Background: an optimization exercise with open tools, aiming at small area. Do not read the settings as production practice. Where RTL was checked, it was by simulation tests only, not by an equivalence proof against the original.

==> inputs of run a <==
==> flow/design.v <==
module CannyEdge(dAddrRegRow, dAddrRegCol, bWE, bCE, InData, OutData,
	OPMode, bOPEnable, dReadReg, dWriteReg, clk, rst_b);
input  [2:0] dAddrRegRow, dAddrRegCol;
input        bWE, bCE;
input  [7:0] InData;
output [7:0] OutData;
reg    [7:0] OutData;
input  [2:0] OPMode;
input        bOPEnable;
input  [3:0] dReadReg, dWriteReg;
input        clk, rst_b;
function [15:0] add;
	input [15:0] a, b;
	input ci;
	integer k;
	reg c;
	begin
		c = ci;
		for (k = 0; k < 16; k = k + 1) begin
			add[k] = a[k] ^ b[k] ^ c;
			c = (a[k] & b[k]) | (c & (a[k] ^ b[k]));
		end
	end
endfunction
function geq;
	input [13:0] a, b;
	integer k;
	reg c;
	begin
		c = 1'b1;
		for (k = 0; k < 14; k = k + 1)
			c = (a[k] & ~b[k]) | (c & (a[k] | ~b[k]));
		geq = c;
	end
endfunction
reg [7:0] X [0:24];
reg [1:0] y6;             
reg [7:0] zf;             
reg [2:0] cnt;            
reg [14:0] acc;           
reg [10:0] gx, gy;        
reg        flag;          
reg        thr;           
wire op   = bCE & ~bOPEnable;
wire act  = op & ~(cnt[2] & cnt[0]);
wire m_g  = (OPMode == 3'd0);
wire m_s  = (OPMode == 3'd1);
wire m_n  = (OPMode == 3'd2);
wire m_h  = (OPMode == 3'd3);
wire wr   = ~bCE & ~bWE;
wire rd   = ~bCE & bWE;
wire c_0  = (cnt == 3'd0);
wire c_1  = (cnt == 3'd1);
wire c_2  = (cnt == 3'd2);
wire c_3  = (cnt == 3'd3);
always @(posedge clk or negedge rst_b)
	if (!rst_b) cnt <= 3'd0;
	else if (op) cnt <= (cnt == 3'd5) ? cnt : cnt + 3'd1;
	else cnt <= 3'd0;
reg        mnh;
always @(posedge clk) mnh <= (OPMode[2:1] == 2'b01);
wire       d0 = (y6 == 2'd0);
wire [2:0] osel = (mnh & c_1 & ~d0) ? 3'd0 : (mnh & c_2 & d0) ? 3'd1 : cnt;
wire [2:0] ncol = c_1 ? (d0 ? 3'd0 : {1'b0, ~y6}) : (d0 ? 3'd2 : {1'b0, y6} - 3'd1);
reg  [4:0] rdec, cdec, odec, ndec;
always @* begin
	rdec = 5'd0; cdec = 5'd0; odec = 5'd0; ndec = 5'd0;
	case (dAddrRegRow)
	3'd0: rdec[0] = 1'b1;
	3'd1: rdec[1] = 1'b1;
	3'd2: rdec[2] = 1'b1;
	3'd3: rdec[3] = 1'b1;
	3'd4: rdec[4] = 1'b1;
	default: ;
	endcase
	case (dAddrRegCol)
	3'd0: cdec[0] = 1'b1;
	3'd1: cdec[1] = 1'b1;
	3'd2: cdec[2] = 1'b1;
	3'd3: cdec[3] = 1'b1;
	3'd4: cdec[4] = 1'b1;
	default: ;
	endcase
	case (osel)
	3'd0: odec[0] = 1'b1;
	3'd1: odec[1] = 1'b1;
	3'd2: odec[2] = 1'b1;
	3'd3: odec[3] = 1'b1;
	default: odec[4] = 1'b1;
	endcase
	case (ncol)
	3'd0: ndec[0] = 1'b1;
	3'd1: ndec[1] = 1'b1;
	3'd2: ndec[2] = 1'b1;
	3'd3: ndec[3] = 1'b1;
	default: ndec[4] = 1'b1;
	endcase
end
wire [4:0] rs = bCE ? odec : rdec;
wire [4:0] cs = bCE ? ndec : cdec;
wire [7:0] rb0 = ({8{rs[0]}} & X[0])  | ({8{rs[1]}} & X[5])  | ({8{rs[2]}} & X[10]) | ({8{rs[3]}} & X[15]) | ({8{rs[4]}} & X[20]);
wire [7:0] rb1 = ({8{rs[0]}} & X[1])  | ({8{rs[1]}} & X[6])  | ({8{rs[2]}} & X[11]) | ({8{rs[3]}} & X[16]) | ({8{rs[4]}} & X[21]);
wire [7:0] rb2 = ({8{rs[0]}} & X[2])  | ({8{rs[1]}} & X[7])  | ({8{rs[2]}} & X[12]) | ({8{rs[3]}} & X[17]) | ({8{rs[4]}} & X[22]);
wire [7:0] rb3 = ({8{rs[0]}} & X[3])  | ({8{rs[1]}} & X[8])  | ({8{rs[2]}} & X[13]) | ({8{rs[3]}} & X[18]) | ({8{rs[4]}} & X[23]);
wire [7:0] rb4 = ({8{rs[0]}} & X[4])  | ({8{rs[1]}} & X[9])  | ({8{rs[2]}} & X[14]) | ({8{rs[3]}} & X[19]) | ({8{rs[4]}} & X[24]);
wire [7:0] xr  = ({8{cs[0]}} & rb0) | ({8{cs[1]}} & rb1) | ({8{cs[2]}} & rb2) | ({8{cs[3]}} & rb3) | ({8{cs[4]}} & rb4);
wire [8:0]  gP  = add(rb0, rb4, 1'b0);
wire [8:0]  gQ  = add(rb1, rb3, 1'b0);
wire [9:0]  gPQ = add(gP, gQ, 1'b0);
wire [9:0]  gQR = add(gQ, {rb2, 1'b0}, 1'b0);
wire [11:0] gS  = add(gPQ, {gQR, 1'b0}, 1'b0);
wire [10:0] gE1 = add(gPQ, {rb2, 1'b0}, 1'b0);
wire [14:0] gsh = c_2 ? {gS, 2'b00} : cnt[0] ? {gS, 1'b0} : {3'b000, gS};
wire [14:0] gE  = c_2 ? ~{5'd0, gQ, 1'b0} : cnt[0] ? {4'd0, gE1} : 15'd0;
reg         k1, k2;
wire [14:0] acp = c_0 ? 15'd0 : acc;
wire [7:0]  lo1 = add(acp[6:0], gsh[6:0], 1'b0);
wire [7:0]  lo2 = add(lo1[6:0], gE[6:0], c_2);
wire [7:0]  hi1 = add(acp[14:7], gsh[14:7], k1 & ~c_0);
wire [7:0]  hi2 = add(hi1, gE[14:7], k2 & ~c_0);
always @(posedge clk)
	if (act & m_g) begin
		acc <= {hi2, lo2[6:0]};
		k1 <= lo1[7];
		k2 <= lo2[7];
	end
wire [7:0]  gres = add(acc[14:7], {7'd0, k2}, k1);
wire        sx = gx[10], sy = gy[10];
wire        nx = c_3 & sx, ny = c_3 & sy;
wire [10:0] dd = add({3'b000, rb2}, ~{3'b000, rb0}, 1'b1);
wire [10:0] ss = add(add(rb0, rb2, 1'b0), {rb1, 1'b0}, 1'b0);
wire [10:0] gxa = c_0 ? 11'd0 : (gx ^ {11{nx}});
wire [10:0] gxb = c_3 ? 11'd0 : c_1 ? {dd[9:0], 1'b0} : dd;
wire [10:0] gya = c_0 ? 11'd0 : (gy ^ {11{ny}});
wire [10:0] gyb = c_3 ? 11'd0 : c_2 ? ~ss : ss;
wire [10:0] gxn = add(gxa, gxb, nx);
wire [10:0] gyn = add(gya, gyb, c_2 | ny);
always @(posedge clk)
	if (act & m_s & ~cnt[2]) begin
		gx <= {c_3 ? sx ^ sy : gxn[10], gxn[9:0]};
		if (~cnt[0] | c_3) gy <= gyn;
	end
wire [9:0]  ax = gx[9:0];
wire [9:0]  ay = gy[9:0];
wire        ng = gx[10];
wire [11:0] gsum = add(ax, ay, 1'b0);
wire [13:0] m5 = add(ax, {ax, 2'b00}, ng);
wire [13:0] m1 = add(ax, 16'd0, ng);
wire        c0  = geq(m1, {ay, 1'b0});
wire        c90 = ~geq(m5, {ay, 1'b0});
wire [7:0]  dirv = c0 ? 8'd0 : c90 ? 8'd90 : ng ? 8'd135 : 8'd45;
wire [7:0] x6 = X[6];
wire       ge6 = geq(x6, xr);
reg        za, zb;
always @* begin
	case (y6)
	2'd0: begin za = zf[3]; zb = zf[4]; end
	2'd1: begin za = zf[2]; zb = zf[5]; end
	2'd2: begin za = zf[1]; zb = zf[6]; end
	default: begin za = zf[0]; zb = zf[7]; end
	endcase
end
wire       hi = (xr[7:4] != 4'd0) | (xr[3:0] == 4'hf);
wire       nmsw = act & m_n & c_2;
wire       ok = flag & ge6;
always @(posedge clk)
	if (act & (m_n | m_h) & c_1)
		flag <= m_n ? ge6 : (hi | za);
always @(posedge clk)
	if (act & m_h & c_2)
		thr <= (x6 >= 8'd15) | ((x6 > 8'd10) & (flag | hi | zb));
wire [7:0] wd = bCE ? 8'd0 : InData;
wire [4:0] na = d0 ? 5'd5 : (y6 == 2'd1) ? 5'd2 : (y6 == 2'd2) ? 5'd1 : 5'd0;
wire [4:0] nb = d0 ? 5'd7 : (y6 == 2'd1) ? 5'd10 : (y6 == 2'd2) ? 5'd11 : 5'd12;
wire       wx = wr & (dWriteReg == 4'd0);
integer i;
always @(posedge clk) begin
	for (i = 0; i < 25; i = i + 1)
		if ((wx & rdec[i / 5] & cdec[i % 5]) |
		    (nmsw & (ok ? (na == i || nb == i) : (i == 6))))
			X[i] <= wd;
end
always @(posedge clk)
	if (wr & (dWriteReg == 4'd1) & rdec[1] & cdec[1]) y6 <= InData[1:0];
wire zone = (InData == 8'd1);
wire wz   = wr & (dWriteReg == 4'd2);
always @(posedge clk) begin
	if (wz & rdec[0] & cdec[0]) zf[0] <= zone;
	if (wz & rdec[0] & cdec[1]) zf[1] <= zone;
	if (wz & rdec[0] & cdec[2]) zf[2] <= zone;
	if (wz & rdec[1] & cdec[0]) zf[3] <= zone;
	if (wz & rdec[1] & cdec[2]) zf[4] <= zone;
	if (wz & rdec[2] & cdec[0]) zf[5] <= zone;
	if (wz & rdec[2] & cdec[1]) zf[6] <= zone;
	if (wz & rdec[2] & cdec[2]) zf[7] <= zone;
end
always @(posedge clk)
	if (rd)
		case (dReadReg)
		4'd0: OutData <= gres;
		4'd1: OutData <= gsum[10:3];
		4'd2: OutData <= dirv;
		4'd3: OutData <= xr;
		4'd4: OutData <= {7'd0, thr};
		default: ;
		endcase
endmodule
==> flow/run.sh <==
#!/bin/bash
# synth_recipe.tcl (not shown) runs the flow's synth.tcl, then flattens the netlist and writes it again
# the make line also repeats each setting of config.mk as NAME=value (left out here)
make -C /OpenROAD-flow-scripts/flow DESIGN_CONFIG=/design/flow/config.mk WORK_HOME=/design/flow/orfs CLKGATE_MAP_FILE= SYNTH_SCRIPT=/design/flow/synth_recipe.tcl finish
==> flow/config.mk <==
export PLATFORM = sky130hd
export DESIGN_NAME = CannyEdge
export DESIGN_NICKNAME = CannyEdge
export VERILOG_FILES = /design/flow/design.v
export SDC_FILE = /design/flow/constraint.sdc
export NUM_CORES = 4
export LEC_CHECK = 0
export CAP_MARGIN = 20
export CORE_MARGIN = 2
export CORE_UTILIZATION = 40
export SLEW_MARGIN = 20
==> flow/constraint.sdc <==
create_clock -name core_clock -period 12.0 [get_ports {clk}]
set_input_delay 2.4000 -clock core_clock [delete_from_list [all_inputs] [get_ports {clk}]]
set_output_delay 2.4000 -clock core_clock [all_outputs]
set_load 0.01 [all_outputs]
==> run b: changes against run a <==
--- a/flow/design.v
+++ b/flow/design.v
@@ -112,19 +112,11 @@
 wire [10:0] gE1 = add(gPQ, {rb2, 1'b0}, 1'b0);
 wire [14:0] gsh = c_2 ? {gS, 2'b00} : cnt[0] ? {gS, 1'b0} : {3'b000, gS};
 wire [14:0] gE  = c_2 ? ~{5'd0, gQ, 1'b0} : cnt[0] ? {4'd0, gE1} : 15'd0;
-reg         k1, k2;
 wire [14:0] acp = c_0 ? 15'd0 : acc;
-wire [7:0]  lo1 = add(acp[6:0], gsh[6:0], 1'b0);
-wire [7:0]  lo2 = add(lo1[6:0], gE[6:0], c_2);
-wire [7:0]  hi1 = add(acp[14:7], gsh[14:7], k1 & ~c_0);
-wire [7:0]  hi2 = add(hi1, gE[14:7], k2 & ~c_0);
+wire [14:0] accn = acp + gsh + gE + {14'd0, c_2};
 always @(posedge clk)
-	if (act & m_g) begin
-		acc <= {hi2, lo2[6:0]};
-		k1 <= lo1[7];
-		k2 <= lo2[7];
-	end
-wire [7:0]  gres = add(acc[14:7], {7'd0, k2}, k1);
+	if (act & m_g) acc <= accn;
+wire [7:0]  gres = acc[14:7];
 wire        sx = gx[10], sy = gy[10];
 wire        nx = c_3 & sx, ny = c_3 & sy;
 wire [10:0] dd = add({3'b000, rb2}, ~{3'b000, rb0}, 1'b1);
Settings changed: CTS_BUF_LIST set to sky130_fd_sc_hd__clkbuf_16, CTS_CLUSTER_DIAMETER set to 80, CTS_CLUSTER_SIZE set to 24, GPL_TIMING_DRIVEN set to 0.
==> run c: changes against run a <==
==> flow/design.v, changed modules only <==
module CannyEdge(dAddrRegRow, dAddrRegCol, bWE, bCE, InData, OutData,
	OPMode, bOPEnable, dReadReg, dWriteReg, clk, rst_b);
input  [2:0] dAddrRegRow, dAddrRegCol;
input        bWE, bCE;
input  [7:0] InData;
output [7:0] OutData;
reg    [7:0] OutData;
input  [2:0] OPMode;
input        bOPEnable;
input  [3:0] dReadReg, dWriteReg;
input        clk, rst_b;
function [15:0] add;
	input [15:0] a, b;
	input ci;
	integer k;
	reg c;
	begin
		c = ci;
		for (k = 0; k < 16; k = k + 1) begin
			add[k] = a[k] ^ b[k] ^ c;
			c = (a[k] & b[k]) | (c & (a[k] ^ b[k]));
		end
	end
endfunction
function geq;
	input [13:0] a, b;
	integer k;
	reg c;
	begin
		c = 1'b1;
		for (k = 0; k < 14; k = k + 1)
			c = (a[k] & ~b[k]) | (c & (a[k] | ~b[k]));
		geq = c;
	end
endfunction
reg [7:0] X [0:24];
reg [1:0] y6;             
reg [7:0] zf;             
reg [2:0] cnt;            
reg [14:0] acc;           
reg [14:0] sb;            
wire [10:0] gx = sb[10:0];
wire [10:0] gy = {sb[14:11], acc[6:0]};
wire        wgy;          
wire [10:0] gyw;          
reg        flag;          
reg        thr;           
wire op   = bCE & ~bOPEnable;
wire act  = op & ~(cnt[2] & cnt[0]);
wire m_g  = (OPMode == 3'd0);
wire m_s  = (OPMode == 3'd1);
wire m_n  = (OPMode == 3'd2);
wire m_h  = (OPMode == 3'd3);
wire wr   = ~bCE & ~bWE;
wire rd   = ~bCE & bWE;
wire c_0  = (cnt == 3'd0);
wire c_1  = (cnt == 3'd1);
wire c_2  = (cnt == 3'd2);
wire c_3  = (cnt == 3'd3);
always @(posedge clk or negedge rst_b)
	if (!rst_b) cnt <= 3'd0;
	else if (op) cnt <= (cnt == 3'd5) ? cnt : cnt + 3'd1;
	else cnt <= 3'd0;
reg        mnh;
always @(posedge clk) mnh <= (OPMode[2:1] == 2'b01);
wire       d0 = (y6 == 2'd0);
wire [2:0] osel = (mnh & c_1 & ~d0) ? 3'd0 : (mnh & c_2 & d0) ? 3'd1 : cnt;
wire [2:0] ncol = c_1 ? (d0 ? 3'd0 : {1'b0, ~y6}) : (d0 ? 3'd2 : {1'b0, y6} - 3'd1);
reg  [4:0] rdec, cdec, odec, ndec;
always @* begin
	rdec = 5'd0; cdec = 5'd0; odec = 5'd0; ndec = 5'd0;
	case (dAddrRegRow)
	3'd0: rdec[0] = 1'b1;
	3'd1: rdec[1] = 1'b1;
	3'd2: rdec[2] = 1'b1;
	3'd3: rdec[3] = 1'b1;
	3'd4: rdec[4] = 1'b1;
	default: ;
	endcase
	case (dAddrRegCol)
	3'd0: cdec[0] = 1'b1;
	3'd1: cdec[1] = 1'b1;
	3'd2: cdec[2] = 1'b1;
	3'd3: cdec[3] = 1'b1;
	3'd4: cdec[4] = 1'b1;
	default: ;
	endcase
	case (osel)
	3'd0: odec[0] = 1'b1;
	3'd1: odec[1] = 1'b1;
	3'd2: odec[2] = 1'b1;
	3'd3: odec[3] = 1'b1;
	default: odec[4] = 1'b1;
	endcase
	case (ncol)
	3'd0: ndec[0] = 1'b1;
	3'd1: ndec[1] = 1'b1;
	3'd2: ndec[2] = 1'b1;
	3'd3: ndec[3] = 1'b1;
	default: ndec[4] = 1'b1;
	endcase
end
wire [4:0] rs = bCE ? odec : rdec;
wire [4:0] cs = bCE ? ndec : cdec;
wire [7:0] rb0 = ({8{rs[0]}} & X[0])  | ({8{rs[1]}} & X[5])  | ({8{rs[2]}} & X[10]) | ({8{rs[3]}} & X[15]) | ({8{rs[4]}} & X[20]);
wire [7:0] rb1 = ({8{rs[0]}} & X[1])  | ({8{rs[1]}} & X[6])  | ({8{rs[2]}} & X[11]) | ({8{rs[3]}} & X[16]) | ({8{rs[4]}} & X[21]);
wire [7:0] rb2 = ({8{rs[0]}} & X[2])  | ({8{rs[1]}} & X[7])  | ({8{rs[2]}} & X[12]) | ({8{rs[3]}} & X[17]) | ({8{rs[4]}} & X[22]);
wire [7:0] rb3 = ({8{rs[0]}} & X[3])  | ({8{rs[1]}} & X[8])  | ({8{rs[2]}} & X[13]) | ({8{rs[3]}} & X[18]) | ({8{rs[4]}} & X[23]);
wire [7:0] rb4 = ({8{rs[0]}} & X[4])  | ({8{rs[1]}} & X[9])  | ({8{rs[2]}} & X[14]) | ({8{rs[3]}} & X[19]) | ({8{rs[4]}} & X[24]);
wire [7:0] xr  = ({8{cs[0]}} & rb0) | ({8{cs[1]}} & rb1) | ({8{cs[2]}} & rb2) | ({8{cs[3]}} & rb3) | ({8{cs[4]}} & rb4);
wire [8:0]  gP  = add(rb0, rb4, 1'b0);
wire [8:0]  gQ  = add(rb1, rb3, 1'b0);
wire [9:0]  gPQ = add(gP, gQ, 1'b0);
wire [9:0]  gQR = add(gQ, {rb2, 1'b0}, 1'b0);
wire [11:0] gS  = add(gPQ, {gQR, 1'b0}, 1'b0);
wire [10:0] gE1 = add(gPQ, {rb2, 1'b0}, 1'b0);
wire [14:0] gsh = c_2 ? {gS, 2'b00} : cnt[0] ? {gS, 1'b0} : {3'b000, gS};
wire [14:0] gE  = c_2 ? ~{5'd0, gQ, 1'b0} : cnt[0] ? {4'd0, gE1} : 15'd0;
wire [14:0] acp = c_0 ? 15'd0 : acc;
wire [14:0] accn = acp + gsh + gE + {14'd0, c_2};
always @(posedge clk)
	if (act & m_g) acc <= accn;
	else if (wgy) acc[6:0] <= gyw[6:0];
wire [7:0]  gres = acc[14:7];
wire        c_4 = (cnt == 3'd4);
wire        sx = gx[10], sy = gy[10];
wire        nx = c_3 & sx, ny = c_3 & sy;
wire [10:0] dd = add({3'b000, rb2}, ~{3'b000, rb0}, 1'b1);
wire [10:0] ss = add(add(rb0, rb2, 1'b0), {rb1, 1'b0}, 1'b0);
wire [10:0] gxa = c_0 ? 11'd0 : {gx[10] & ~c_4, gx[9:0]} ^ {11{nx}};
wire [10:0] gxb = c_3 ? 11'd0 : c_1 ? {dd[9:0], 1'b0} : c_4 ? gy : dd;
wire [10:0] gya = c_0 ? 11'd0 : (gy ^ {11{ny}});
wire [10:0] gyb = c_3 ? 11'd0 : c_2 ? ~ss : ss;
wire [10:0] gxn = add(gxa, gxb, nx);
wire [10:0] gyn = add(gya, gyb, c_2 | ny);
wire [9:0]  ax = gx[9:0];
wire [9:0]  ay = gy[9:0];
wire        ng = gx[10];
wire [13:0] m5 = add(ax, {ax, 2'b00}, ng);
wire [13:0] m1 = add(ax, 16'd0, ng);
wire        c0  = geq(m1, {ay, 1'b0});
wire        c90 = ~geq(m5, {ay, 1'b0});
wire [1:0]  dcode = c0 ? 2'd0 : c90 ? 2'd2 : {ng, 1'b1};
assign      wgy = act & m_s & (~cnt[0] | c_3);
assign      gyw = {gyn[10:9], c_4 ? dcode : gyn[8:7], gyn[6:0]};
always @(posedge clk)
	if (act & m_s) begin
		sb[10:0] <= {c_3 ? sx ^ sy : gxn[10], gxn[9:0]};
		if (wgy) sb[14:11] <= gyw[10:7];
	end
wire [1:0]  dc = gy[8:7];
wire [7:0]  dirv = {dc[1] & dc[0], dc[1] & ~dc[0], ~dc[1] & dc[0], dc[1] & ~dc[0],
                    dc[1] ^ dc[0], dc[0], dc[1], dc[0]};
wire [7:0] x6 = X[6];
wire       ge6 = geq(x6, xr);
reg        za, zb;
always @* begin
	case (y6)
	2'd0: begin za = zf[3]; zb = zf[4]; end
	2'd1: begin za = zf[2]; zb = zf[5]; end
	2'd2: begin za = zf[1]; zb = zf[6]; end
	default: begin za = zf[0]; zb = zf[7]; end
	endcase
end
wire       hi = (xr[7:4] != 4'd0) | (xr[3:0] == 4'hf);
wire       nmsw = act & m_n & c_2;
wire       ok = flag & ge6;
always @(posedge clk)
	flag <= OPMode[0] ? (hi | za) : ge6;
always @(posedge clk)
	if (act & m_h & c_2)
		thr <= (x6 >= 8'd15) | ((x6 > 8'd10) & (flag | hi | zb));
wire [7:0] wd = bCE ? 8'd0 : InData;
wire       ca = nmsw & ok;
wire [3:0] dd4 = {y6 == 2'd3, y6 == 2'd2, y6 == 2'd1, d0};
wire [24:0] clr = {12'd0, ca & dd4[3], ca & dd4[2], ca & dd4[1], 2'd0,
                   ca & dd4[0], nmsw & ~ok, ca & dd4[0], 2'd0,
                   ca & dd4[1], ca & dd4[2], ca & dd4[3]};
wire       wx = wr & (dWriteReg == 4'd0);
integer i;
always @(posedge clk) begin
	for (i = 0; i < 25; i = i + 1)
		if ((wx & rdec[i / 5] & cdec[i % 5]) | clr[i])
			X[i] <= wd;
end
always @(posedge clk)
	if (wr & (dWriteReg == 4'd1) & rdec[1] & cdec[1]) y6 <= InData[1:0];
wire zone = (InData == 8'd1);
wire wz   = wr & (dWriteReg == 4'd2);
always @(posedge clk) begin
	if (wz & rdec[0] & cdec[0]) zf[0] <= zone;
	if (wz & rdec[0] & cdec[1]) zf[1] <= zone;
	if (wz & rdec[0] & cdec[2]) zf[2] <= zone;
	if (wz & rdec[1] & cdec[0]) zf[3] <= zone;
	if (wz & rdec[1] & cdec[2]) zf[4] <= zone;
	if (wz & rdec[2] & cdec[0]) zf[5] <= zone;
	if (wz & rdec[2] & cdec[1]) zf[6] <= zone;
	if (wz & rdec[2] & cdec[2]) zf[7] <= zone;
end
always @(posedge clk)
	if (rd)
		case (dReadReg)
		4'd0: OutData <= gres;
		4'd1: OutData <= gx[10:3];
		4'd2: OutData <= dirv;
		4'd3: OutData <= xr;
		4'd4: OutData <= {7'd0, thr};
		default: ;
		endcase
endmodule
==> flow/flow/run.sh (new file) <==
#!/bin/bash
set -o pipefail
cat standard.sh > standard_copy.log 2>&1
export BUFFER_PORTS_ARGS="-buffer_cell sky130_fd_sc_hd__buf_1"
bash standard.sh > standard.log 2>&1
==> flow/standard.sh (new file) <==
#!/bin/bash
# synth_recipe.tcl (not shown) runs the flow's synth.tcl, then flattens the netlist and writes it again
# the make line also repeats each setting of config.mk as NAME=value (left out here)
make -C /OpenROAD-flow-scripts/flow DESIGN_CONFIG=/design/flow/config.mk WORK_HOME=/design/flow/orfs CLKGATE_MAP_FILE= SYNTH_SCRIPT=/design/flow/synth_recipe.tcl "${@:-finish}"
Settings changed: CAP_MARGIN 20 to 5, CTS_BUF_LIST set to sky130_fd_sc_hd__clkbuf_16, CTS_CLUSTER_DIAMETER set to 80, CTS_CLUSTER_SIZE set to 24, PLACE_DENSITY set to 0.75, SLEW_MARGIN 20 to 5.
removed: flow/run.sh
==> results.cfg <==
[run_status]
status = finished clean

[min_path]
hold_path_depth = 1

[final_layout]
final_cell_mix = edfxtp_1, nand2_1, inv_1, nor2_1, fa_1
drive_above_1_share_pct = 7.36
n_all_inverters = 129

[synthesis]
yosysTopAreaCellShare_pct = 46.3

[worst_setup_path]
crit_path_end = acc[13]$_DFFE_PP_
reg2reg_slack_ns = 1.14

[floorplan]
dieHeight_um = 205
start_util_pct = 40.6

[power_and_ir_drop]
power_frac_comb_pct = 53.9

[drt]
first_iter_violations = 1262

[global_route]
grt_max_degree = 38
(the above is from run c)
==> results.cfg <==
[synthesis]
ys.flop_type = edfxtp_1
yosysTopAreaCellShare_pct = 47.6

[worst_setup_path]
crit_path_end = acc[13]$_DFFE_PP_
reg2reg_slack_ns = 0.72
crit_family = adder cells

[final_layout]
final_cell_mix = edfxtp_1, inv_1, nand2_1, nor2_1, fa_1
n_all_inverters = 137
drive_above_1_share_pct = 5.99
nFillCells = 3753
final_common_cell = edfxtp_1

[run_status]
status = finished clean

[drt]
detail-route-antenna-nets = 0
first_iter_violations = 1319

[global_route]
grt_max_degree = 26

[floorplan]
start_util_pct = 40.7
dieHeight_um = 205

[power_and_ir_drop]
power_frac_comb_pct = 51.4

[min_path]
hold_path_depth = 1
(the above is from run b)
==> results.cfg <==
[worst_setup_path]
crit_path_end = acc[14]$_DFFE_PP_
reg2reg_slack_ns = 1.11

[run_status]
status = finished clean

[min_path]
hold_path_depth = 2

[timing]
period_share_pct = 97.3

[final_layout]
n_all_inverters = 125
n_antenna_cell = 0
final_cell_mix = edfxtp_1, inv_1, nand2_1, buf_4, fa_1
drive_above_1_share_pct = 16.6

[synthesis]
yosysTopAreaCellShare_pct = 48.3
synthCells = 1283

[floorplan]
start_util_pct = 40.5
dieHeight_um = 205

[global_route]
grt_pass1_wl_um = 66100
grt_max_degree = 44

[drt]
first_iter_violations = 1038
(the above is from run a)
Function not checked in run a: the RTL went through the layout flow alone.

## re-timing with driven ports
Ports are ideal in the flow. The routed layouts listed here were re-timed in OpenROAD.
Step 1 assumes that a clkbuf_16 drives the clock port and a buf_2 every other input.
Step 2, shift: input delay + t, output delay - t, t = (earliest + latest rising clock arrival at the registers) / 2. This alone moves slack from input paths to output paths.
Three values: ideal, step 1, step 2; two values: the first two.
run	shift t [ns]	slack for setup (ns)	worst register clock-pin slew, ns	worst slew at a driven data input, ns
run a	0.625	0.329 / 0.356 / -0.269	0.07 / 0.07	0.03
run b	0.561	0.499 / 0.514 / -0.047	0.09 / 0.09	0.04
run c	0.559	0.598 / 0.626 / 0.067	0.10 / 0.10	0.05
With both steps, setup timing fails in run a and run b, where it was met with ideal ports. For run a, which loses most, drivers alone change the setup slack by +0.027 ns; drivers and shift together by -0.598 ns.
